What follows belongs to an exercise in optimizing a design on an open flow for small area; a production flow would make more cautious choices. Function was checked by simulation only, so behaviour that the tests miss may differ from the original.

==> flow/design.v (outline; a module is shown in full before it is edited, if it fits) <==
// module Motor_Controller: 210 lines
// module slt: 11 lines
// module sneg: 9 lines
// module mac16: 917 lines
module Motor_Controller
#(
parameter
      CLK_FREQUENCY     = 8'd4,       
      PWM_PERIOD        = 16'd2016,   
      SPEED_CTRL_PERIOD = 16'd2       
)
(
    input in_rst_n,
    input in_clk,
    input in_module_en,
    input in_fwd_dir,
    input in_PID_passby,
    input in_phA,
    input in_phB,
    input [15:0] in_speed_set,
    output reg [15:0] out_cur_speed,
    input [15:0] in_kp_param,
    input [15:0] in_ki_param,
    input [15:0] in_pid_out_max,
    input [15:0] in_pid_out_min,
    input [31:0] in_pid_ui_limit,
    output reg out_reg_PWMdir,
    output out_w_PWM
);
  // ...
==> flow/flow/run.sh <==
#!/bin/bash
# Own layout flow:
#  1. the standard synthesis (standard.sh synth);
#  2. three more syntheses of the same RTL that differ only in ABC's script or
#     in SYNTH_HIERARCHICAL, each in its own folder;
#  3. flow/choose.py keeps a netlist only if its flip-flops are exactly the
#     standard synthesis's (same cells, renamed to the standard names), puts
#     each through flow/polopt.py (inverter clean-up around full adders, gate
#     polarity twins) and takes the smallest;
#  4. the standard layout of that netlist, with the smallest port buffer.
set -euo pipefail
W=$(pwd)
R=$W/orfs/results/$FLOW_PLATFORM/Motor_Controller/base
LIB=$FLOW_HOME/platforms/$FLOW_PLATFORM/lib/sky130_fd_sc_hd__tt_025C_1v80.lib
bash standard.sh synth > $W/synth.log 2>&1
cp $R/1_2_yosys.v $W/1_2_yosys.std.v
alts=()
i=0
for v in "ABC_AREA=1" "SYNTH_HIERARCHICAL=0" "SYNTH_HIERARCHICAL=0 ABC_AREA=1"; do
  i=$((i+1))
  sed "s#$W/orfs#$W/alt$i#g" standard.sh > $W/alt$i.sh
  ( bash $W/alt$i.sh $v synth > $W/alt$i.log 2>&1 || true ) &
  alts+=("$W/alt$i/results/$FLOW_PLATFORM/Motor_Controller/base/1_2_yosys.v")
done
wait
python3 $W/flow/choose.py $LIB $R/1_2_yosys.v $W/1_2_yosys.std.v "${alts[@]}" > $W/choose.log 2>&1
rm -f $R/1_synth.odb
bash standard.sh 'BUFFER_PORTS_ARGS=-buffer_cell sky130_fd_sc_hd__buf_1' finish > $W/layout.log 2>&1
==> flow/flow/choose.py <==
#!/usr/bin/env python3
"""Pick the smallest of several synthesis netlists of the same RTL.

usage: choose.py liberty out.v ref.v [alt.v ...]
ref.v is bench's standard synthesis. An alternative is used only if it has
exactly the same flip-flops (output net, cell type); its flip-flop instances
are renamed to the names the standard synthesis gave them. Each netlist is
first put through polopt.py; the one with the least cell area is written."""
import re, sys, subprocess, os

lib, out, ref = sys.argv[1], sys.argv[2], sys.argv[3]
alts = sys.argv[4:]
here = os.path.dirname(os.path.abspath(__file__))
libtxt = open(lib).read()
AREA = {m.group(1): float(m.group(3)) for m in re.finditer(
    r'cell \("(sky130_fd_sc_hd__\w+)"\)\s*\{(.*?)\n\s*area\s*:\s*([\d.]+)', libtxt, re.S)}
cell_re = re.compile(r'^(\s*)(sky130_fd_sc_hd__\w+)\s+(\\\S+\s|\S+)\s*\((.*?)\);\n', re.M | re.S)
FF = re.compile(r'sky130_fd_sc_hd__(df|edf|sdf|dl)\w*$')

def parse(text):
    cells = []
    for m in cell_re.finditer(text):
        pins = dict((p, n.strip()) for p, n in re.findall(r'\.(\w+)\(\s*(.*?)\s*\)\s*(?:,|$)', m.group(4), re.S))
        cells.append((m.group(2), m.group(3).strip(), pins, m.span(3)))
    return cells

def area(text):
    return sum(AREA.get(t, 0.0) for t, n, p, s in parse(text))

def flops(cells):
    # instance name -> (type, output net)
    return {n: (t, p.get('Q', p.get('Q_N'))) for t, n, p, s in cells if FF.match(t)}

reft = open(ref).read()
refff = flops(parse(reft))
refq = {q: n for n, (t, q) in refff.items()}
cands = [('standard', ref, reft)]
for a in alts:
    if not os.path.exists(a):
        print('%s: missing' % a)
        continue
    t = open(a).read()
    cells = parse(t)
    ff = flops(cells)
    ren = {}
    ok = len(ff) == len(refff)
    for n, (typ, q) in ff.items():
        want = n if n in refff else refq.get(q)
        if want is None or refff[want][0] != typ:
            ok = False
            break
        if want != n:
            ren[n] = want
    if not ok or len(set(ren.values()) | (set(ff) - set(ren))) != len(refff):
        print('%s: flip-flops differ from the standard synthesis, not used' % a)
        continue
    names = set(n for _, n, _, _ in cells)
    spans = []
    for typ, n, pins, span in cells:
        if n in ren:
            spans.append((span, ren[n]))
        elif n in set(ren.values()):
            k = 0
            while '%s_c%d' % (n.lstrip('\\'), k) in names:
                k += 1
            spans.append((span, '%s_c%d' % (n.lstrip('\\'), k)))
    for (s, e), new in sorted(spans, reverse=True):
        if new.startswith('\\') or re.search(r'[^\w]', new):
            new = '\\' + new.lstrip('\\')
        t = t[:s] + new + ' ' + t[e:]
    chk = flops(parse(t))
    assert set(chk) == set(refff) and all(chk[n][0] == refff[n][0] for n in refff), 'rename failed'
    fn = a + '.ren.v'
    open(fn, 'w').write(t)
    cands.append((os.path.basename(os.path.dirname(a)) or a, fn, t))
best = None
for name, fn, t in cands:
    pfn = fn + '.pol.v'
    r = subprocess.run([sys.executable, os.path.join(here, 'polopt.py'), fn, pfn, lib], capture_output=True, text=True)
    if r.returncode != 0:
        print('%s: polopt failed: %s' % (name, r.stderr[-500:]))
        continue
    a0 = area(t)
    a1 = area(open(pfn).read())
    print('%s (%s): area %.1f, after polopt %.1f; %s' % (name, fn, a0, a1, r.stdout.strip()))
    if best is None or a1 < best[0] - 1e-6:
        best = (a1, name, pfn)
print('chosen: %s, %.1f' % (best[1], best[0]))
open(out, 'w').write(open(best[2]).read())
==> flow/flow/polopt.py <==
#!/usr/bin/env python3
"""Signal-polarity optimisation of a mapped sky130hd netlist (after synthesis).

Every internal inverter is dissolved; then each full adder may be used in
inverted polarity (a full adder is self-dual: FA(~a,~b,~c) = (~sum, ~cout)),
and each simple gate may be swapped for its output-inverted twin (and2 <->
nand2, a21o <-> a21oi, ...).  A local search picks the choice with the least
cell area (inverters added where a consumer needs the other polarity plus the
area change of swapped gates).  Flip-flops, ports and the logic function are
left unchanged.

usage: polopt.py in.v out.v liberty.lib"""
import re, sys, random, math

src, dst, lib = sys.argv[1], sys.argv[2], sys.argv[3]
text = open(src).read()
libtxt = open(lib).read()
AREA = {}
for m in re.finditer(r'cell \("(sky130_fd_sc_hd__\w+)"\)\s*\{(.*?)\n\s*area\s*:\s*([\d.]+)', libtxt, re.S):
    AREA[m.group(1)] = float(m.group(3))
INV_AREA = AREA['sky130_fd_sc_hd__inv_1']

PAIRS = [('and2', 'nand2'), ('and3', 'nand3'), ('and4', 'nand4'), ('or2', 'nor2'), ('or3', 'nor3'),
         ('or4', 'nor4'), ('xor2', 'xnor2'), ('xor3', 'xnor3'), ('a21o', 'a21oi'), ('o21a', 'o21ai'),
         ('a22o', 'a22oi'), ('o22a', 'o22ai'), ('a211o', 'a211oi'), ('o211a', 'o211ai'),
         ('a31o', 'a31oi'), ('o31a', 'o31ai'), ('a2bb2o', 'a2bb2oi'), ('o2bb2a', 'o2bb2ai'),
         ('a32o', 'a32oi'), ('o32a', 'o32ai'), ('a221o', 'a221oi'), ('o221a', 'o221ai'),
         ('a311o', 'a311oi'), ('o311a', 'o311ai'), ('a2111o', 'a2111oi'), ('o2111a', 'o2111ai'),
         ('and2b', 'nand2b'), ('or2b', 'nor2b'), ('and3b', 'nand3b'), ('or3b', 'nor3b'),
         ('and4b', 'nand4b'), ('or4b', 'nor4b'), ('a21bo', 'a21boi'), ('o21ba', 'o21bai'),
         ('mux2', 'mux2i'), ('and4bb', 'nand4bb'), ('or4bb', 'nor4bb'), ('a41o', 'a41oi'),
         ('o41a', 'o41ai'), ('buf', 'inv'), ('clkbuf', 'clkinv')]
TWIN = {}
for a, b in PAIRS:
    TWIN[a] = b
    TWIN[b] = a
def twin_type(typ):
    m = re.match(r'sky130_fd_sc_hd__(\w+?)_(\d+)$', typ)
    if not m or m.group(1) not in TWIN:
        return None
    t = TWIN[m.group(1)]
    for d in (m.group(2), '1', '2'):
        cand = 'sky130_fd_sc_hd__%s_%s' % (t, d)
        if cand in AREA:
            return cand
    return None

OUTPINS = {'X', 'Y', 'Q', 'Q_N', 'SUM', 'COUT', 'HI', 'LO'}
cell_re = re.compile(r'^(\s*)(sky130_fd_sc_hd__\w+)\s+(\\\S+\s|\S+)\s*\((.*?)\);\n', re.M | re.S)
pin_re = re.compile(r'\.(\w+)\(\s*(.*?)\s*\)\s*(?:,|$)', re.S)
cells = []
for m in cell_re.finditer(text):
    typ, name, body = m.group(2), m.group(3), m.group(4)
    pins = [(p, n.strip()) for p, n in pin_re.findall(body)]
    cells.append({'typ': typ, 'name': name, 'pins': pins, 'span': m.span()})

ports = set()
for m in re.finditer(r'^\s*(input|output|inout)\s+(\[[^\]]*\]\s*)?(\S+?)\s*;', text, re.M):
    ports.add(m.group(3))
fixed = set()
for m in re.finditer(r'^\s*assign\s+(.*?);', text, re.M | re.S):
    for tok in re.findall(r'\\\S+|[A-Za-z_][\w$]*(?:\[\d+\])?', m.group(1)):
        fixed.add(tok.strip())
def base(n):
    return n.lstrip('\\').strip().split('[')[0]
def is_fixed(n):
    return n in fixed or base(n) in ports or "'" in n
def is_inv(c):
    return re.match(r'sky130_fd_sc_hd__(clk)?inv_\d+$', c['typ']) is not None
def is_fa(c):
    return re.match(r'sky130_fd_sc_hd__fa_\d+$', c['typ']) is not None

drv = {}
for i, c in enumerate(cells):
    for p, n in c['pins']:
        if p in OUTPINS:
            drv[n] = (i, p)
coll = set()
for i, c in enumerate(cells):
    if is_inv(c):
        d = dict(c['pins'])
        if not is_fixed(d['A']) and not is_fixed(d['Y']):
            coll.add(i)
memo = {}
def root(n):
    if n in memo:
        return memo[n]
    if n in drv and drv[n][0] in coll:
        r, par = root(dict(cells[drv[n][0]]['pins'])['A'])
        res = (r, par ^ 1)
    else:
        res = (n, 0)
    memo[n] = res
    return res

cons = []
for i, c in enumerate(cells):
    if i in coll:
        continue
    for k, (p, n) in enumerate(c['pins']):
        if p in OUTPINS or p == 'CLK':
            continue
        r, par = root(n)
        cons.append((i, k, r, par))

# flippable cells: kind 'fa' (inputs and outputs flip) or 'gate' (output flips, type swaps)
flip = {}
kind = {}
delta = {}
for i, c in enumerate(cells):
    if i in coll:
        continue
    outs_fixed = any(is_fixed(n) for p, n in c['pins'] if p in OUTPINS)
    if outs_fixed:
        continue
    if is_fa(c):
        flip[i] = 0; kind[i] = 'fa'; delta[i] = 0.0
    else:
        t = twin_type(c['typ'])
        if t and sum(1 for p, n in c['pins'] if p in OUTPINS) == 1:
            flip[i] = 0; kind[i] = 'gate'; delta[i] = AREA[t] - AREA[c['typ']]

def q(r):
    if r in drv and drv[r][0] in flip:
        return flip[drv[r][0]]
    return 0
cnt = {}
by_cell = {}
for (i, k, r, par) in cons:
    need = par ^ (flip[i] if kind.get(i) == 'fa' else 0)
    cnt.setdefault(r, [0, 0])[need] += 1
    if kind.get(i) == 'fa':
        by_cell.setdefault(i, []).append((r, par))
outs = {i: [n for p, n in cells[i]['pins'] if p in OUTPINS] for i in flip}
def rcost(r):
    c = cnt.get(r)
    if c is None:
        return 0.0
    return INV_AREA if c[1 - q(r)] > 0 else 0.0
def ccost(i):
    return delta[i] if flip[i] else 0.0
def toggle(i):
    for (r, par) in by_cell.get(i, []):
        need = par ^ flip[i]
        cnt[r][need] -= 1
        cnt[r][need ^ 1] += 1
    flip[i] ^= 1
def total():
    return sum(rcost(r) for r in cnt) + sum(ccost(i) for i in flip)
start = total()
keys = list(flip)
aff_of = {i: set(r for r, _ in by_cell.get(i, [])) | set(outs[i]) for i in keys}
best = start
best_flip = dict(flip)
for seed in range(8):
    random.seed(seed)
    # restart from the all-zero assignment
    for i in keys:
        if flip[i]:
            toggle(i)
    cur = start
    T0 = 4.0
    steps = 300 * len(keys)
    for s_ in range(steps):
        T = max(0.02, T0 * (1 - s_ / steps))
        i = random.choice(keys)
        aff = aff_of[i]
        before = sum(rcost(r) for r in aff) + ccost(i)
        toggle(i)
        after = sum(rcost(r) for r in aff) + ccost(i)
        d = after - before
        if d <= 0 or random.random() < math.exp(-d / T):
            cur += d
            if cur < best - 1e-9:
                best = cur
                best_flip = dict(flip)
        else:
            toggle(i)
# restore best
for i in keys:
    if flip[i] != best_flip[i]:
        toggle(i)
final = total()

newinv = {}
extra_wires = []
extra_cells = []
def esc(n):
    return n + ' ' if n.startswith('\\') else n
def net_for(r, need):
    if need == q(r):
        return r
    if r not in newinv:
        k = len(newinv)
        w = 'pinv_%d_n' % k
        newinv[r] = w
        extra_wires.append('  wire %s;\n' % w)
        extra_cells.append('  sky130_fd_sc_hd__inv_1 pinv_%d (\n    .A(%s),\n    .Y(%s)\n  );\n' % (k, esc(r), w))
    return newinv[r]
newpins = {}
for (i, k, r, par) in cons:
    need = par ^ (flip[i] if kind.get(i) == 'fa' else 0)
    newpins[(i, k)] = net_for(r, need)

out = []
pos = 0
nswap = 0
for i, c in enumerate(cells):
    s, e = c['span']
    out.append(text[pos:s])
    pos = e
    if i in coll:
        continue
    typ = c['typ']
    swap = kind.get(i) == 'gate' and flip[i]
    if swap:
        typ = twin_type(typ)
        nswap += 1
    pins = []
    for k, (p, n) in enumerate(c['pins']):
        if swap and p in ('X', 'Y'):
            p = 'Y' if p == 'X' else 'X'
        pins.append('    .%s(%s)' % (p, esc(newpins.get((i, k), n))))
    name = c['name'] if c['name'].endswith(' ') or not c['name'].startswith('\\') else c['name'] + ' '
    out.append('  %s %s(\n%s\n  );\n' % (typ, name if name.endswith(' ') else name + ' ', ',\n'.join(pins)))
tail = text[pos:]
body = ''.join(out)
idx = body.find('  sky130_fd_sc_hd__')
body = body[:idx] + ''.join(extra_wires) + body[idx:]
tail = tail.replace('endmodule', ''.join(extra_cells) + 'endmodule', 1)
open(dst, 'w').write(body + tail)
print('polopt: %d cells, %d inverters dissolved, %d added, %d FAs inverted, %d gates swapped; '
      'polarity cost %.1f -> %.1f um2' % (len(cells), len(coll), len(newinv),
      sum(1 for i in flip if kind[i] == 'fa' and flip[i]), nswap, start, final))
if len(sys.argv) > 4:
    from collections import Counter
    dk = Counter(); ck = Counter()
    for r in cnt:
        if rcost(r):
            d = cells[drv[r][0]]['typ'].replace('sky130_fd_sc_hd__', '') + '.' + drv[r][1] if r in drv else 'port'
            dk[d] += 1
    for (i, k, r, par) in cons:
        need = par ^ (flip[i] if kind.get(i) == 'fa' else 0)
        if need != q(r):
            ck[cells[i]['typ'].replace('sky130_fd_sc_hd__', '') + '.' + cells[i]['pins'][k][0]] += 1
    print('drivers', dk.most_common(12))
    print('consumers', ck.most_common(16))
==> flow/standard.sh <==
#!/bin/bash
# synth_recipe.tcl (not shown) runs the flow's synth.tcl, then flattens the netlist and writes it again
# the make line also repeats each setting of config.mk as NAME=value (left out here)
make -C /OpenROAD-flow-scripts/flow DESIGN_CONFIG=/design/flow/config.mk WORK_HOME=/design/flow/orfs CLKGATE_MAP_FILE= SYNTH_SCRIPT=/design/flow/synth_recipe.tcl "${@:-finish}"
==> flow/config.mk <==
export PLATFORM = sky130hd
export DESIGN_NAME = Motor_Controller
export DESIGN_NICKNAME = Motor_Controller
export VERILOG_FILES = /design/flow/design.v
export SDC_FILE = /design/flow/constraint.sdc
export NUM_CORES = 4
export LEC_CHECK = 0
export CAP_MARGIN = 20
export CORE_MARGIN = 2
export CORE_UTILIZATION = 40
export CTS_BUF_LIST = sky130_fd_sc_hd__clkbuf_4 sky130_fd_sc_hd__clkbuf_8
export SLEW_MARGIN = 20
export SYNTH_HIERARCHICAL = 1
==> flow/constraint.sdc <==
create_clock -name core_clock -period 10.0 [get_ports {in_clk}]
set_input_delay 2.0000 -clock core_clock [delete_from_list [all_inputs] [get_ports {in_clk}]]
set_output_delay 2.0000 -clock core_clock [all_outputs]
set_load 0.01 [all_outputs]
==> flow_summary.ini, run 1 <==
[timing]
fin_crit_ns = 9.68
hold_violations = 0
drv_slew = 0
rsz0062_at_grt = no
setup_ws_ns = 0.319

[hold_path]
hold_path_depth = 0
hold_end = b1
hp-start = b0

[placement]
dp.final_hpwl_microns = 47200
gp_congestion = 0.961
placed_cells = 2730
pre_cts_slack_ns = -0.145

[die]
io-pin-count = 137

[global_routing]
grt_pass1_wl_microns = 94000
grt_use_met2_pct = 41.2
grt.total_usage_pct = 24.7

[layout]
clock_area_share_pct = 1.72
reg_top3 = ui (32), x (32)
utilization_pct = 44.4
seq_share_pct = 15.7
nets = 2624
multi_input_area_share_pct = 70.0
multi_input_area_sq_um = 14500
antenna_cells = 0

[setup_path]
crit_cells = 29
r2r_end = t16[4]

[routing]
vias = 15300
wl_per_cell_microns = 21.4
route.top_layer_used = met4
vias_per_cell = 5.53
finalWirelength_microns = 59100

[synth]
syn-mean-instance-area_sq_um = 9.27
syn_area_sq_um = 18900

[flow_run]
drv_cap = 0

[clocking]
htree_num_levels = 4
clk-insertion-delay-late_ns = 0.49
cts_root_buf = clkbuf_8
cts_buffers = 17

[status]
status = no timing/DRC/antenna violations
==> module Motor_Controller, before the edit <==
module Motor_Controller
#(
parameter
      CLK_FREQUENCY     = 8'd4,       
      PWM_PERIOD        = 16'd2016,   
      SPEED_CTRL_PERIOD = 16'd2       
)
(
    input in_rst_n,
    input in_clk,
    input in_module_en,
    input in_fwd_dir,
    input in_PID_passby,
    input in_phA,
    input in_phB,
    input [15:0] in_speed_set,
    output reg [15:0] out_cur_speed,
    input [15:0] in_kp_param,
    input [15:0] in_ki_param,
    input [15:0] in_pid_out_max,
    input [15:0] in_pid_out_min,
    input [31:0] in_pid_ui_limit,
    output reg out_reg_PWMdir,
    output out_w_PWM
);
localparam CW = (PWM_PERIOD > 16'd8192) ? 15 : (PWM_PERIOD > 16'd4096) ? 13 :
                (PWM_PERIOD > 16'd2048) ? 12 : (PWM_PERIOD > 16'd1024) ? 11 :
                (PWM_PERIOD > 16'd512) ? 10 : (PWM_PERIOD > 16'd256) ? 9 :
                (PWM_PERIOD > 16'd128) ? 8 : (PWM_PERIOD > 16'd64) ? 7 :
                (PWM_PERIOD > 16'd32) ? 6 : 5;
localparam [CW-1:0] LAST = PWM_PERIOD - 1;
localparam [2:0] P0F = 3'b000, P1 = 3'b001, P2 = 3'b011, P3 = 3'b010,
                 P4 = 3'b110, P5 = 3'b111, P6 = 3'b101, P0 = 3'b100;
reg [2:0] st;
wire idle = (st == P0F) | (st == P0);
wire s_p1 = (st == P1);
wire s_p2 = (st == P2);
wire s_p4 = (st == P4);
wire s_p5 = (st == P5);
wire spe;
always @(posedge in_clk) begin
    if (!in_rst_n) st <= P0F;
    else case (st)
        P0F, P0: if (in_module_en) st <= P1;
        P1: st <= P2;
        P2: st <= P3;
        P3: st <= P4;
        P4: st <= P5;
        P5: st <= P6;
        P6: if (spe) st <= P0;
        default: st <= P0F;
    endcase
end
reg [1:0] ph;             
reg [CW-1:0] count;       
reg started;              
wire tick = (ph == 2'd1);
wire [CW:0] cc;           
wire [CW-1:0] cnext;
assign cc[0] = tick;
genvar i;
generate for (i = 0; i < CW; i = i + 1) begin : g_cnt
    assign cnext[i] = count[i] ^ cc[i];
    assign cc[i+1] = count[i] & cc[i];
end endgenerate
wire czero = ~in_rst_n | (tick & ((count & LAST) == LAST));
always @(posedge in_clk) begin
    if (!in_rst_n) begin
        ph <= 2'd0;
        started <= 1'b0;
    end else begin
        ph <= ph + 2'd1;
        if (tick) started <= 1'b1;
    end
    count <= czero ? {CW{1'b0}} : cnext;
end
assign spe = started & tick & (count == {CW{1'b0}});
reg [CW-1:0] pwm_thres;
reg thres_big;
wire [CW:0] pc;
assign pc[0] = 1'b0;
generate for (i = 0; i < CW; i = i + 1) begin : g_pwm
    assign pc[i+1] = (pwm_thres[i] & ~count[i]) | (pwm_thres[i] & pc[i]) | (~count[i] & pc[i]);
end endgenerate
assign out_w_PWM = pc[CW] | thres_big;
reg a0, a1, b0, b1;
always @(posedge in_clk) begin
    a0 <= in_phA; a1 <= a0;
    b0 <= in_phB; b1 <= b0;
end
wire cnt_en = a0 ^ a1 ^ b0 ^ b1;
reg sA, sB, dir;
always @(posedge in_clk or negedge in_rst_n) begin
    if (!in_rst_n) begin
        sA <= 1'b0; sB <= 1'b0; dir <= 1'b0;
    end else if ((in_phA ^ sA) ^ (in_phB ^ sB)) begin
        sA <= in_phA; sB <= in_phB;
        dir <= sB ^ in_phA;
    end
end
reg [15:0] cnter;
wire enc_clr = (st == P0F) | s_p2;
wire [15:0] cbase = enc_clr ? 16'd0 : cnter;
wire [16:0] ec;
wire [15:0] enext;
assign ec[0] = 1'b0;
generate for (i = 0; i < 16; i = i + 1) begin : g_enc
    wire bi = (i == 0) ? cnt_en : (cnt_en & dir);
    assign enext[i] = cbase[i] ^ bi ^ ec[i];
    assign ec[i+1] = (cbase[i] & bi) | (cbase[i] & ec[i]) | (bi & ec[i]);
end endgenerate
wire csat = enext[15] & ~(|enext[14:0]);
wire csat_up = csat & ~dir;
always @(posedge in_clk) begin
    cnter <= {enext[15] & ~csat_up, enext[14:1] | {14{csat_up}}, enext[0] | csat};
end
reg [31:0] ui;           
reg incf;                
reg [31:0] x;            
reg lt3;                 
reg [15:0] t16;          
reg tovh, tovl;          
wire [15:0] err = t16;
wire [15:0] o5 = t16;
wire sel7 = tovh;
wire [16:0] rc;
wire [15:0] err_d;
assign rc[0] = 1'b1;
generate for (i = 0; i < 16; i = i + 1) begin : g_err
    wire bi = ~cnter[i] | in_PID_passby;
    assign err_d[i] = in_speed_set[i] ^ bi ^ rc[i];
    assign rc[i+1] = (in_speed_set[i] & bi) | (in_speed_set[i] & rc[i]) | (bi & rc[i]);
end endgenerate
wire [15:0] ki_e = in_PID_passby ? 16'd0 : in_ki_param;
wire [15:0] kp_e = in_PID_passby ? 16'd256 : in_kp_param;
wire [15:0] max_e = in_PID_passby ? PWM_PERIOD : in_pid_out_max;
wire [15:0] min_e = in_PID_passby ? (16'd0 - PWM_PERIOD) : in_pid_out_min;
wire [15:0] m_a = st[0] ? ki_e : kp_e;
wire [31:0] m_c = st[0] ? ui : 32'd0;
wire [31:0] prod;
mac16 u_mac (.a(m_a), .b(err), .c(m_c), .ci(st[0] & incf), .s(prod));
wire [31:0] lim = in_pid_ui_limit;
wire gt, lt;
slt #(32) u_gt (.a(lim), .b(ui), .y(gt));
sneg #(32) u_lt (.a(ui), .b(lim), .y(lt));
wire [31:0] clamp = gt ? lim : (lt ? ~lim : ui);
wire [16:0] oc;
wire [15:0] o3;
assign oc[0] = lt3 & (&x[7:0]);
generate for (i = 0; i < 16; i = i + 1) begin : g_o3
    assign o3[i] = x[i+8] ^ t16[i] ^ oc[i];
    assign oc[i+1] = (x[i+8] & t16[i]) | (x[i+8] & oc[i]) | (t16[i] & oc[i]);
end endgenerate
wire c9, c3, t12, t13;
slt #(16) u_c9 (.a(max_e), .b(t16), .y(c9));
slt #(16) u_c3 (.a(t16), .b(min_e), .y(c3));
slt #(16) u_12 (.a(max_e), .b(o3), .y(t12));
slt #(16) u_13 (.a(o3), .b(min_e), .y(t13));
wire t9 = tovh | (~tovl & c9);
wire t3 = tovl | (~tovh & c3);
wire cl = t9 | t3;
wire [15:0] o6 = sel7 ? max_e : o5;
wire [16:0] mc;
wire [15:0] mag;
assign mc[0] = o6[15];
generate for (i = 0; i < 16; i = i + 1) begin : g_mag
    wire v = o6[i] ^ o6[15];
    assign mag[i] = v ^ mc[i];
    assign mc[i+1] = v & mc[i];
end endgenerate
wire [15:0] thr16 = in_PID_passby ? mag : {mag[10:0], 5'd0};
always @(posedge in_clk) begin
    x <= in_PID_passby ? 32'd0 : clamp;
    lt3 <= ~in_PID_passby & ~gt & lt;
    if (~st[1]) t16 <= err_d;
    else if (~st[0]) t16 <= st[2] ? (t9 ? max_e : ((t3 | t13) ? min_e : o3)) : prod[23:8];
    tovh <= st[2] ? (t12 & ~cl) : (~prod[31] & (prod[30:23] != 8'h00));
    tovl <= prod[31] & (prod[30:23] != 8'hff);
end
always @(posedge in_clk) begin
    if (!in_rst_n) begin
        ui <= 32'd0;
        incf <= 1'b0;
    end else if (s_p2) begin
        ui <= prod;
        incf <= 1'b0;
    end else if (s_p4 & ~cl) begin
        ui <= x;
        incf <= lt3;
    end
end
always @(posedge in_clk) begin
    if (!in_rst_n) begin
        out_cur_speed <= 16'd0;
        out_reg_PWMdir <= 1'b0;
        pwm_thres <= {CW{1'b0}};
        thres_big <= 1'b0;
    end else begin
        if (s_p1) out_cur_speed <= cnter;
        if (s_p5) begin
            out_reg_PWMdir <= o6[15] ^ ~in_fwd_dir;
            pwm_thres <= thr16[CW-1:0];
            thres_big <= |thr16[15:CW];
        end else if (idle & ~in_module_en) begin
            pwm_thres <= {CW{1'b0}};
            thres_big <= 1'b0;
        end
    end
end
endmodule
==> inputs of run 2 (changes only) <==
--- a/flow/design.v
+++ b/flow/design.v
@@ -116,7 +116,6 @@
     cnter <= {enext[15] & ~csat_up, enext[14:1] | {14{csat_up}}, enext[0] | csat};
 end
 reg [31:0] ui;           
-reg incf;                
 reg [31:0] x;            
 reg lt3;                 
 reg [15:0] t16;          
@@ -136,15 +135,17 @@
 wire [15:0] kp_e = in_PID_passby ? 16'd256 : in_kp_param;
 wire [15:0] max_e = in_PID_passby ? PWM_PERIOD : in_pid_out_max;
 wire [15:0] min_e = in_PID_passby ? (16'd0 - PWM_PERIOD) : in_pid_out_min;
-wire [15:0] m_a = st[0] ? ki_e : kp_e;
-wire [31:0] m_c = st[0] ? ui : 32'd0;
+wire [15:0] m_a = st[0] ? ki_e : (st[2] ? 16'd0 : kp_e);
 wire [31:0] prod;
-mac16 u_mac (.a(m_a), .b(err), .c(m_c), .ci(st[0] & incf), .s(prod));
+mac16 u_mac (.a(m_a), .b(err), .c(x), .ci(st[2] & lt3), .s(prod));
 wire [31:0] lim = in_pid_ui_limit;
 wire gt, lt;
 slt #(32) u_gt (.a(lim), .b(ui), .y(gt));
 sneg #(32) u_lt (.a(ui), .b(lim), .y(lt));
-wire [31:0] clamp = gt ? lim : (lt ? ~lim : ui);
+wire x_zero = st[0] ? st[1] : in_PID_passby;
+wire x_lim = gt & ~st[0];
+wire x_nlim = lt & ~gt & ~st[0];
+wire [31:0] x_d = x_zero ? 32'd0 : (x_lim ? lim : (x_nlim ? ~lim : ui));
 wire [16:0] oc;
 wire [15:0] o3;
 assign oc[0] = lt3 & (&x[7:0]);
@@ -171,7 +172,7 @@
 end endgenerate
 wire [15:0] thr16 = in_PID_passby ? mag : {mag[10:0], 5'd0};
 always @(posedge in_clk) begin
-    x <= in_PID_passby ? 32'd0 : clamp;
+    x <= x_d;
     lt3 <= ~in_PID_passby & ~gt & lt;
     if (~st[1]) t16 <= err_d;
     else if (~st[0]) t16 <= st[2] ? (t9 ? max_e : ((t3 | t13) ? min_e : o3)) : prod[23:8];
@@ -179,16 +180,8 @@
     tovl <= prod[31] & (prod[30:23] != 8'hff);
 end
 always @(posedge in_clk) begin
-    if (!in_rst_n) begin
-        ui <= 32'd0;
-        incf <= 1'b0;
-    end else if (s_p2) begin
-        ui <= prod;
-        incf <= 1'b0;
-    end else if (s_p4 & ~cl) begin
-        ui <= x;
-        incf <= lt3;
-    end
+    if (!in_rst_n) ui <= 32'd0;
+    else if (s_p2 | (s_p4 & ~cl)) ui <= prod;
 end
 always @(posedge in_clk) begin
     if (!in_rst_n) begin
==> flow/flow/run.sh (replaced) <==
#!/bin/bash
# Own layout flow:
#  1. the standard synthesis (standard.sh synth);
#  2. flow/choose.py: the standard netlist and versions of it whose
#     combinational logic flow/remap.py mapped again with area-oriented ABC
#     scripts (flip-flops, full/half adders and all register names kept) each go
#     through flow/polopt.py (inverter clean-up around full adders, gate
#     polarity twins); the smallest is kept, with a few more rounds of both
#     while they help;
#  3. the standard layout of that netlist, with the smallest port buffer.
set -euo pipefail
W=$(pwd)
R=$W/orfs/results/$FLOW_PLATFORM/Motor_Controller/base
LIB=$FLOW_HOME/platforms/$FLOW_PLATFORM/lib/sky130_fd_sc_hd__tt_025C_1v80.lib
export YOSYS=$(command -v yosys || echo $FLOW_HOME/../tools/install/yosys/bin/yosys)
bash standard.sh synth > $W/synth.log 2>&1
cp $R/1_2_yosys.v $W/1_2_yosys.std.v
python3 $W/flow/choose.py $LIB $R/1_2_yosys.v $W/1_2_yosys.std.v > $W/choose.log 2>&1
rm -f $R/1_synth.odb
bash standard.sh 'BUFFER_PORTS_ARGS=-buffer_cell sky130_fd_sc_hd__buf_1' finish > $W/layout.log 2>&1
--- a/flow/flow/choose.py
+++ b/flow/flow/choose.py
@@ -73,17 +73,48 @@
     fn = a + '.ren.v'
     open(fn, 'w').write(t)
     cands.append((os.path.basename(os.path.dirname(a)) or a, fn, t))
+# every candidate is also re-mapped (flow/remap.py, two ABC scripts); all go through polopt
+import concurrent.futures
+ys = os.environ.get('YOSYS', 'yosys')
+SCRIPTS = ['A', 'H']
+jobs = []
+for name, fn, t in cands:
+    jobs.append((name, fn, None))
+    for sc in SCRIPTS:
+        jobs.append((name + '+remap' + sc, fn, sc))
+def run(job):
+    name, fn, sc = job
+    src = fn
+    if sc:
+        src = '%s.remap%s.v' % (fn, sc)
+        r = subprocess.run([sys.executable, os.path.join(here, 'remap.py'), ys, lib, fn, src, sc], capture_output=True, text=True)
+        if r.returncode != 0 or not os.path.exists(src):
+            return (name, None, 'remap failed: ' + r.stderr[-300:])
+    pfn = src + '.pol.v'
+    r = subprocess.run([sys.executable, os.path.join(here, 'polopt.py'), src, pfn, lib], capture_output=True, text=True)
+    if r.returncode != 0:
+        return (name, None, 'polopt failed: ' + r.stderr[-300:])
+    return (name, pfn, '%.1f -> %.1f; %s' % (area(open(src).read()), area(open(pfn).read()), r.stdout.strip()))
 best = None
-for name, fn, t in cands:
-    pfn = fn + '.pol.v'
-    r = subprocess.run([sys.executable, os.path.join(here, 'polopt.py'), fn, pfn, lib], capture_output=True, text=True)
-    if r.returncode != 0:
-        print('%s: polopt failed: %s' % (name, r.stderr[-500:]))
-        continue
-    a0 = area(t)
+with concurrent.futures.ThreadPoolExecutor(max_workers=4) as ex:
+    for name, pfn, msg in ex.map(run, jobs):
+        print('%s: %s' % (name, msg))
+        if pfn is None:
+            continue
+        a1 = area(open(pfn).read())
+        if best is None or a1 < best[0] - 1e-6:
+            best = (a1, name, pfn)
+print('chosen: %s, %.1f' % (best[1], best[0]))
+# a few more rounds of re-mapping and polarity clean-up while they help
+for rnd in range(3):
+    name, pfn, msg = run(('round%d' % (rnd + 1), best[2], 'H'))
+    print('%s: %s' % (name, msg))
+    if pfn is None:
+        break
     a1 = area(open(pfn).read())
-    print('%s (%s): area %.1f, after polopt %.1f; %s' % (name, fn, a0, a1, r.stdout.strip()))
-    if best is None or a1 < best[0] - 1e-6:
-        best = (a1, name, pfn)
-print('chosen: %s, %.1f' % (best[1], best[0]))
+    if a1 < best[0] - 1.0:
+        best = (a1, best[1] + '+' + name, pfn)
+    else:
+        break
+print('final: %s, %.1f' % (best[1], best[0]))
 open(out, 'w').write(open(best[2]).read())
==> flow/flow/remap.py (new file) <==
#!/usr/bin/env python3
"""Re-map the combinational logic of a mapped netlist with an area-oriented
ABC script. Flip-flops, full and half adders and tie cells stay as they are
(same instances and names); every other cell is read as its liberty function
and mapped again.

usage: remap.py yosys liberty in.v out.v [A|H]"""
import sys, subprocess, os, re, tempfile
ys, lib, src, dst = sys.argv[1:5]
variant = sys.argv[5] if len(sys.argv) > 5 else 'A'
keep = set(re.findall(r'^\s*(sky130_fd_sc_hd__(?:fa|ha|df|edf|sdf|dl|conb)\w*)\s', open(src).read(), re.M))
libcells = re.findall(r'cell \("(sky130_fd_sc_hd__\w+)"\)', open(lib).read())
dont = ' '.join('-dont_use ' + c for c in libcells if 'lpflow' in c or 'probe' in c)
d = tempfile.mkdtemp(prefix='remap')
abc = os.path.join(d, 'area.abc')
SCRIPTS = {
    'A': 'strash\ndc2\ndch -f\nmap -a\nmfs2\nstrash\ndch -f\nmap -a\ntopo\ndnsize\n',
    'H': 'strash\ndc2\ndc2\ndch -f\nmap -a\nmfs2\nstrash\ndch -f\nmap -a\nstrash\ndch -f\nmap -a\ntopo\ndnsize\n',
}
open(abc, 'w').write(SCRIPTS[variant])
script = os.path.join(d, 'remap.ys')
open(script, 'w').write('''read_liberty -ignore_miss_func %s
read_verilog %s
hierarchy -top Motor_Controller
setattr -mod -set keep_hierarchy 1 %s
flatten
opt_clean
abc -liberty %s %s -script %s Motor_Controller
opt_clean -purge
select Motor_Controller
write_verilog -noattr -noexpr -nohex -nodec -selected %s
''' % (lib, src, ' '.join(sorted(keep)), lib, dont, abc, dst))
r = subprocess.run([ys, '-q', '-l', dst + '.log', script], capture_output=True, text=True)
sys.exit(r.returncode)
--- a/flow/config.mk
+++ b/flow/config.mk
@@ -7,7 +7,10 @@
 export LEC_CHECK = 0
 export CAP_MARGIN = 20
 export CORE_MARGIN = 2
-export CORE_UTILIZATION = 40
-export CTS_BUF_LIST = sky130_fd_sc_hd__clkbuf_4 sky130_fd_sc_hd__clkbuf_8
+export CORE_UTILIZATION = 60
+export CTS_BUF_LIST = sky130_fd_sc_hd__clkbuf_8
+export CTS_CLUSTER_DIAMETER = 80
+export CTS_CLUSTER_SIZE = 30
+export PLACE_DENSITY = 0.7
 export SLEW_MARGIN = 20
 export SYNTH_HIERARCHICAL = 1
==> run 2 against run 1 <==
Compared with the run above:
- via count down 3.1%
- worst hold slack worse by 0.0013 ns
- register-to-register slack improved by 0.20 ns
- first-iteration DRC count up 51%
- wire length shrank 8.8%
- non-clock buffer count shrank 28
- clock skew is 0.0059 ns lower
- final area decreased by 13%
==> flow_summary.ini, run 2 <==
[placement]
dp.final_hpwl_microns = 43100
placed_area_sq_um = 17600
port_buffers = 136
gp_congestion = 1.03
pre_cts_slack_ns = -0.130

[clocking]
cts_buffers = 17
cts-hold-fix-buffers = 0
clk-insertion-delay-late_ns = 0.47
cts_buffer_depth = 2
htree_num_levels = 4
clkTransAtPathRegs_ns = 0.09
cts_root_buf = clkbuf_8
cts_sinks = 152
post-cts-setup-buffer-count = 0
cts_tree = yes
cts_resized = 0

[setup_path]
crit_required_ns = 10.37
critPathSlowestCell = fa_1
startpoint_type = primary input
cp.arrival_ns = 9.91
path_class = primary input to flop
critPathBufInv = 5
crit_fanout = 9
cp_top_family = adder cells
cp-end-kind = flop
cp_common_cell = fa_1
crit_path_max_incr_delay_ns = 0.59

[die]
io-pin-count = 137
num_rows = 60
die_w_microns = 169
die_area_sq_um = 28400
core-area_sq_um = 26800
die_y_microns = 169
initial_core_util_pct = 60.6

[layout]
area.growth.synth_to_final_pct = 10.9
layout_common_cells = fa_1 (294), nor2_1 (271), nand2_1 (262)
layout-drive-gt1-share_pct = 4.95
fillers = 2293
layout_commonest_cell = fa_1
nets = 2508
design_area_sq_um = 18000
multi_input_area_sq_um = 12100
reg_top3 = ui (32), x (32)
seq_area_sq_um = 3220

[global_routing]
grt_pass1_wl_microns = 85000
grt_max_degree = 38
antenna_found_initial = 0
overflow = 0
grt.total_usage_pct = 39.7
grt_pass1_vias = 15100

[routing]
vias = 14800
drtIter0Drc = 1627
vias_per_cell = 6.21
wl_per_cell_microns = 22.6
firstDrtPassIters = 6
finalWirelength_microns = 53900
ant_nets = 0
route.detailed.drc = 0

[flow_run]
drv_cap = 0

[timing]
tightest_slew_ns = 0.974
setup_viol = 0
max_freq_ghz = 0.105
drv_slew = 0
max-slew-margin-rel_pct = 35.0
fin_crit_sh_pct = 95.4
hold_violations = 0
fin_skew_ns = 0.0148
rsz0062_at_grt = no
setup_ws_ns = 0.460
tns_ns = 0
fin_crit_ns = 9.54

[synth]
synthCells = 1818
syn_area_sq_um = 16300
syn_nets = 2299
syn-mean-instance-area_sq_um = 8.94
synth_warnings = 7

[hold_path]
hold_class = flop to flop

[status]
status = no timing/DRC/antenna violations
run 2: cell types whose count changed in the layout (fill, tap and decap cells not counted), moves of 38 or more:
cell,delta
nor2_1,+120
and2_1,-68
nand2b_1,-53
a22oi_1,+67
clkinv_1,+54
nor2b_1,-61
o21ai_0,+55
mux2i_1,-63
o22ai_1,+38
nand2_1,-54
a21oi_1,+56
run 2: area by class of cell:
cell class,instances,area share [%]
Clock inverter,14,0.777
Inverter,254,5.29
Timing Repair Buffer,190,5.16
Sequential cell,152,17.8
Tap cell,341,2.37
Multi-Input combinational cell,1412,67.2
Antenna cell,2,0.0278
Clock buffer,18,1.37
run 2: final timing paths:
check	slack (ns)	depth (start not counted)	endpoint	startpoint
min in group asynchronous	1.54	2	sA	in_rst_n
worst max register to register	0.52	26	t16[14]	x[7]
worst min-delay path	0.37	0	b1	b0
worst min register to register	0.37	0	b1	b0
worst max-delay path	0.46	31	tovh	in_PID_passby
max in group asynchronous	8.16	2	dir	in_rst_n
run 2: worst register-to-register path: stages (launching register included):
cell	delay, ns
dfxtp_1	0.37
nand4_1	0.11
nor3_1	0.14
fa_1	0.48
fa_1	0.46
fa_1	0.46
fa_1	0.47
fa_1	0.46
fa_1	0.46
fa_1	0.46
fa_1	0.48
fa_1	0.46
fa_1	0.46
fa_1	0.46
fa_1	0.46
fa_1	0.46
fa_1	0.47
fa_1	0.46
xnor2_1	0.18
xnor2_1	0.35
o22ai_1	0.12
a21oi_1	0.13
o21ai_1	0.12
nor2_1	0.18
inv_2	0.16
o21ai_0	0.28
o211ai_1	0.13
run 2: layer usage:
layer	routed length (microns)	vias to the layer above	track usage, %	share of wire (%)
li1	-	6530	-	-
met1	21800	7243	53.6	40
met2	23900	911	60.8	44
met3	6290	121	12.7	12
met4	1900	0	14.0	3.5
met5	0	-	0	0
run 2: metrics by stage:
step | utilization [%] | hold WS, ns | instances
final | 67.3 | 0.368 | 2383
after global placement | 65.8 | 0.354 | 2349
after floorplan | - | 0.349 | 1818
after detailed placement | 65.8 | 0.357 | 2349
after CTS | 67.2 | 0.370 | 2381
after global routing | 67.3 | 0.380 | 2381
==> inputs of run 3 (changes only) <==
--- a/flow/config.mk
+++ b/flow/config.mk
@@ -8,9 +8,7 @@
 export CAP_MARGIN = 20
 export CORE_MARGIN = 2
 export CORE_UTILIZATION = 60
-export CTS_BUF_LIST = sky130_fd_sc_hd__clkbuf_8
-export CTS_CLUSTER_DIAMETER = 80
-export CTS_CLUSTER_SIZE = 30
+export CTS_BUF_LIST = sky130_fd_sc_hd__clkbuf_4 sky130_fd_sc_hd__clkbuf_8
 export PLACE_DENSITY = 0.7
 export SLEW_MARGIN = 20
 export SYNTH_HIERARCHICAL = 1
==> run 3 against run 2 <==
Compared with the run above:
- still clean on timing, DRC and antenna
- final cell count did not move
- sequential cell count did not move
- final area about the same
- synthesized cell count is the same
- wire length unchanged
- first-iteration DRC count unchanged
- non-clock buffer count unchanged
- worst hold slack barely moved
- highest routed layer unchanged
==> flow_summary.ini, run 3 <==
[global_routing]
grt_pass1_wl_microns = 85000
grt_pass1_vias = 15100
grt_max_degree = 38
grt.total_usage_pct = 39.7
overflow = 0
antenna_found_initial = 0

[routing]
vias = 14800
finalWirelength_microns = 53900
vias_per_cell = 6.21
wl_per_cell_microns = 22.6
firstDrtPassIters = 6
drtIter0Drc = 1627
ant_nets = 0
route.detailed.drc = 0

[die]
initial_core_util_pct = 60.6
die_y_microns = 169
num_rows = 60
core-area_sq_um = 26800
die_w_microns = 169
io-pin-count = 137
die_area_sq_um = 28400

[setup_path]
crit_path_max_incr_delay_ns = 0.59
cp.arrival_ns = 9.91
critPathLaunch = in_PID_passby
path_class = primary input to flop
startpoint_type = primary input
critPathBufInv = 5
rr_worst_depth = 26
r2r_start = x[7]
cp-end-kind = flop
cp_common_cell = fa_1
crit_required_ns = 10.37
cp_top_family = adder cells
crit_cells = 31
crit_fanout = 9
critPathSlowestCell = fa_1

[timing]
fin_crit_sh_pct = 95.4
max_freq_ghz = 0.105
tightest_slew_ns = 0.974
rsz0062_at_grt = no
fin_skew_ns = 0.0148
setup_ws_ns = 0.460
setup_viol = 0
fin_crit_ns = 9.54
hold_violations = 0
drv_slew = 0
max-slew-margin-rel_pct = 35.0

[placement]
gp_congestion = 1.03
dp.final_hpwl_microns = 43100
pre_cts_slack_ns = -0.130
port_buffers = 136

[synth]
syn-mean-instance-area_sq_um = 8.94
syn_nets = 2299
synthCells = 1818
synth_warnings = 7
syn_area_sq_um = 16300

[hold_path]
hp-start = b0
hold_path_depth = 0
hold_class = flop to flop

[clocking]
post-cts-setup-buffer-count = 0
cts_resized = 0
htree_num_levels = 4
cts_buffer_depth = 2
cts_sinks = 152
cts_buffers = 17
cts_root_buf = clkbuf_8
clk-insertion-delay-late_ns = 0.47
cts-hold-fix-buffers = 0
cts_tree = yes
clkTransAtPathRegs_ns = 0.09

[layout]
nets = 2508
layout_commonest_cell = fa_1
reg_top3 = ui (32), x (32)
layout_common_cells = fa_1 (294), nor2_1 (271), nand2_1 (262)
area.growth.synth_to_final_pct = 11.0
layout-drive-gt1-share_pct = 5.00

[flow_run]
drv_cap = 0

[status]
status = no timing/DRC/antenna violations
run 3: metrics by stage:
step / hold slack (ns) / setup TNS (ns) / cells / util, % / area [sq um]
finish: 0.368 / 0 / 2383 / 67.3 / 18000
global route: 0.380 / 0 / 2381 / 67.3 / 18000
CTS: 0.370 / 0 / 2381 / 67.2 / 18000
detailed placement: 0.357 / -0.215 / 2349 / 65.8 / 17600
global placement: 0.354 / 0 / 2349 / 65.8 / 17600
floorplan: 0.349 / 0 / 1818 / - / 16300
run 3: final cells by class:
cell class                 count  area [sq um]
timing repair buffer         190           930
inverter                     254           953
antenna                        2          5.00
clock buffer                  19           255
clock inverter                13           136
tap                          341           427
fill                        2291          8770
sequential                   152          3220
multi-input combinational   1412         12100
run 3: path summary, 6_finish.rpt:
kind	end	slack, ns
min in group asynchronous	sA	1.54
min reg2reg	b1	0.37
min	b1	0.37
max	tovh	0.46
max reg2reg	t16[14]	0.51
max in group asynchronous	dir	8.16
run 3: metal layers:
layer / vias up / GRT usage [%] / part of all wire, %
li1: 6530 / - / -
met1: 7237 / 53.6 / 40
met2: 904 / 60.8 / 44
met3: 121 / 12.7 / 12
met4: 0 / 14.0 / 3.5
met5: - / 0 / 0
run 3: worst register-to-register path: stages, from the launching register on:
cell,delay (ns)
dfxtp_1,0.37
nand4_1,0.11
nor3_1,0.14
fa_1,0.48
fa_1,0.46
fa_1,0.46
fa_1,0.47
fa_1,0.46
fa_1,0.46
fa_1,0.46
fa_1,0.48
fa_1,0.46
fa_1,0.46
fa_1,0.46
fa_1,0.46
fa_1,0.46
fa_1,0.47
fa_1,0.46
xnor2_1,0.18
xnor2_1,0.35
o22ai_1,0.12
a21oi_1,0.13
o21ai_1,0.12
nor2_1,0.18
inv_2,0.16
o21ai_0,0.28
o211ai_1,0.13
==> inputs of run 4 (changes only) <==
--- a/flow/config.mk
+++ b/flow/config.mk
@@ -7,8 +7,8 @@
 export LEC_CHECK = 0
 export CAP_MARGIN = 20
 export CORE_MARGIN = 2
-export CORE_UTILIZATION = 60
+export CORE_UTILIZATION = 75
 export CTS_BUF_LIST = sky130_fd_sc_hd__clkbuf_4 sky130_fd_sc_hd__clkbuf_8
-export PLACE_DENSITY = 0.7
+export PLACE_DENSITY = 0.85
 export SLEW_MARGIN = 20
 export SYNTH_HIERARCHICAL = 1
==> run 4 against run 3 <==
Compared with the run above:
- final area is 0.44% lower
- worst hold slack better by 0.0034 ns
- count of clock-buffer cells in the layout is 2 lower
==> flow_summary.ini, run 4 <==
[routing]
drtIter0Drc = 1976
finalWirelength_microns = 54700
ant_nets = 0
route.detailed.drc = 0
vias = 15700
firstDrtPassIters = 10
vias_per_cell = 6.77
wl_per_cell_microns = 23.6

[timing]
whs_ns = 0.371
fin_crit_ns = 9.69
max-slew-margin-rel_pct = 29.9
max_freq_ghz = 0.103
drv_slew = 0
fin_skew_ns = 0.0243
rsz0062_at_grt = no
tightest_slew_ns = 1.04
setup_viol = 0
hold_violations = 0
fin_crit_sh_pct = 96.9

[global_routing]
met1_usage_pct = 61.5
busiest_layer = met2
grt_use_met2_pct = 73.5
antenna_found_initial = 1
grt_pass1_wl_microns = 84200
grt.total_usage_pct = 50.0
grt_pass1_vias = 15900
met3_usage_pct = 22.6
overflow = 0
grt_max_degree = 41

[placement]
gp_congestion = 1.06
port_buffers = 136
dp.final_hpwl_microns = 42400

[die]
io-pin-count = 137
die_y_microns = 151
die_area_sq_um = 22900
initial_core_util_pct = 76.8
die_w_microns = 151
core-area_sq_um = 21200
num_rows = 53

[setup_path]
r2r_setup_slack_ns = 0.31
r2r_start = x[7]
crit_required_ns = 10.20
path_class = flop to flop
startpoint_type = flop
r2r_end = t16[14]
crit_fanout = 7
cp-end-kind = flop
cp.arrival_ns = 9.89
rr_worst_depth = 27

[synth]
syn_area_sq_um = 16300
synth_warnings = 7
syn-mean-instance-area_sq_um = 8.94
synthCells = 1818
syn_nets = 2299

[layout]
reg_top3 = ui (32), x (32)
nets = 2506
layout-drive-gt1-share_pct = 4.76
area.growth.synth_to_final_pct = 10.5
layout_common_cells = fa_1 (294), nor2_1 (271), nand2_1 (263)
layout_commonest_cell = fa_1

[hold_path]
hp-start = a0
hold_class = flop to flop
hold_end = a1
hold_path_depth = 0

[clocking]
cts_buffers = 17
cts_root_buf = clkbuf_8
clkTransAtPathRegs_ns = 0.11
cts_resized = 0
clk-insertion-delay-late_ns = 0.49
cts-hold-fix-buffers = 0
cts_tree = yes
cts_sinks = 152
post-cts-setup-buffer-count = 0
cts_buffer_depth = 2
htree_num_levels = 4

[status]
status = no timing/DRC/antenna violations

[flow_run]
drv_cap = 0
## run 4: through the flow
stage	util (%)	cells	area [sq um]	TNS (ns)	setup WS [ns]
after global placement	82.8	2281	17500	0	0.105
after floorplan	-	1818	16300	0	0.317
after CTS	84.8	2313	17900	0	0.318
after global routing	84.8	2313	17900	0	0.0301
after detailed placement	82.8	2281	17500	-0.271	-0.173
final	84.9	2316	18000	0	0.313
## run 4: how the worst max path moves through the flow
stage | start | endpoint | depth (start not counted)
2_1_floorplan | in_PID_passby | tovh | 30
3_3_place_gp | in_PID_passby | tovh | 32
3_5_place_dp | in_PID_passby | tovh | 31
4_1_cts | in_PID_passby | tovh | 32
5_1_grt | in_PID_passby | tovh | 32
6_report | x[7] | t16[14] | 27
## run 4: critical path, cell delays in order, from the launching register on
cell and delay, ns:
dfxtp_1 0.35, nand4_1 0.10, nor3_1 0.15, fa_1 0.48, fa_1 0.47, fa_1 0.46, fa_1 0.46, fa_1 0.46
fa_1 0.46, fa_1 0.46, fa_1 0.47, fa_1 0.46, fa_1 0.46, fa_1 0.47, fa_1 0.46, fa_1 0.48
fa_1 0.47, fa_1 0.46, xnor2_1 0.24, xnor2_1 0.16, o22ai_1 0.19, a21oi_1 0.06, o21ai_0 0.33, nand2_1 0.12
inv_1 0.29, a21oi_1 0.12, o21ai_1 0.16, o211ai_1 0.12
## run 4: area by class of cell
class	instances	area [sq um]
repair buffers	188	915
inverters	254	953
well taps	275	344
clock inverters	15	180
clock buffers	17	234
fillers	1278	3200
flip-flops and latches	152	3220
diodes	3	7.51
multi-input cells	1412	12100
## run 4: routing by layer
layer	wire length (microns)	up-vias	part of all wire [%]
met2	23700	1433	43
li1	-	6529	-
met5	55	-	0.10
met1	18300	7347	33
met4	3430	2	6.3
met3	9160	359	17

[separate check: timing with driven ports]
Ports are ideal in the flow. The routed layouts listed here were re-timed in OpenROAD.
Step 1 (the two cells are an assumption about what drives the block):
set clk [get_ports {in_clk}]
set_driving_cell -lib_cell sky130_fd_sc_hd__clkbuf_16 $clk
set_driving_cell -lib_cell sky130_fd_sc_hd__buf_2 [delete_from_list [all_inputs] $clk]
Step 2 adds t to the input delays and takes it off the output delays; t is the mean of the earliest and latest rising clock arrival at the registers after step 1. Input paths then give back, and output paths get back, about the clock's delay inside the block.
a / b / c = ideal ports / drivers / drivers and shift; a / b = the first two.
run | t (ns) | setup WS [ns] | worst setup path at the end | worst register clock-pin slew, ns | worst data-port slew with drivers (ns)
run 1 | 0.531 | 0.319 / 0.319 / -0.107 | input to register | 0.10 / 0.10 | 0.06
run 2 | 0.514 | 0.460 / 0.485 / -0.029 | input to register | 0.10 / 0.10 | 0.06
run 3 | 0.514 | 0.460 / 0.485 / -0.030 | input to register | 0.10 / 0.10 | 0.06
run 4 | 0.527 | 0.313 / 0.313 / -0.123 | input to register | 0.12 / 0.12 | 0.05
With both steps, setup timing fails in every run listed, where it was met with ideal ports. For run 3, which loses most, drivers alone change the setup slack by +0.025 ns; drivers and shift together by -0.490 ns.
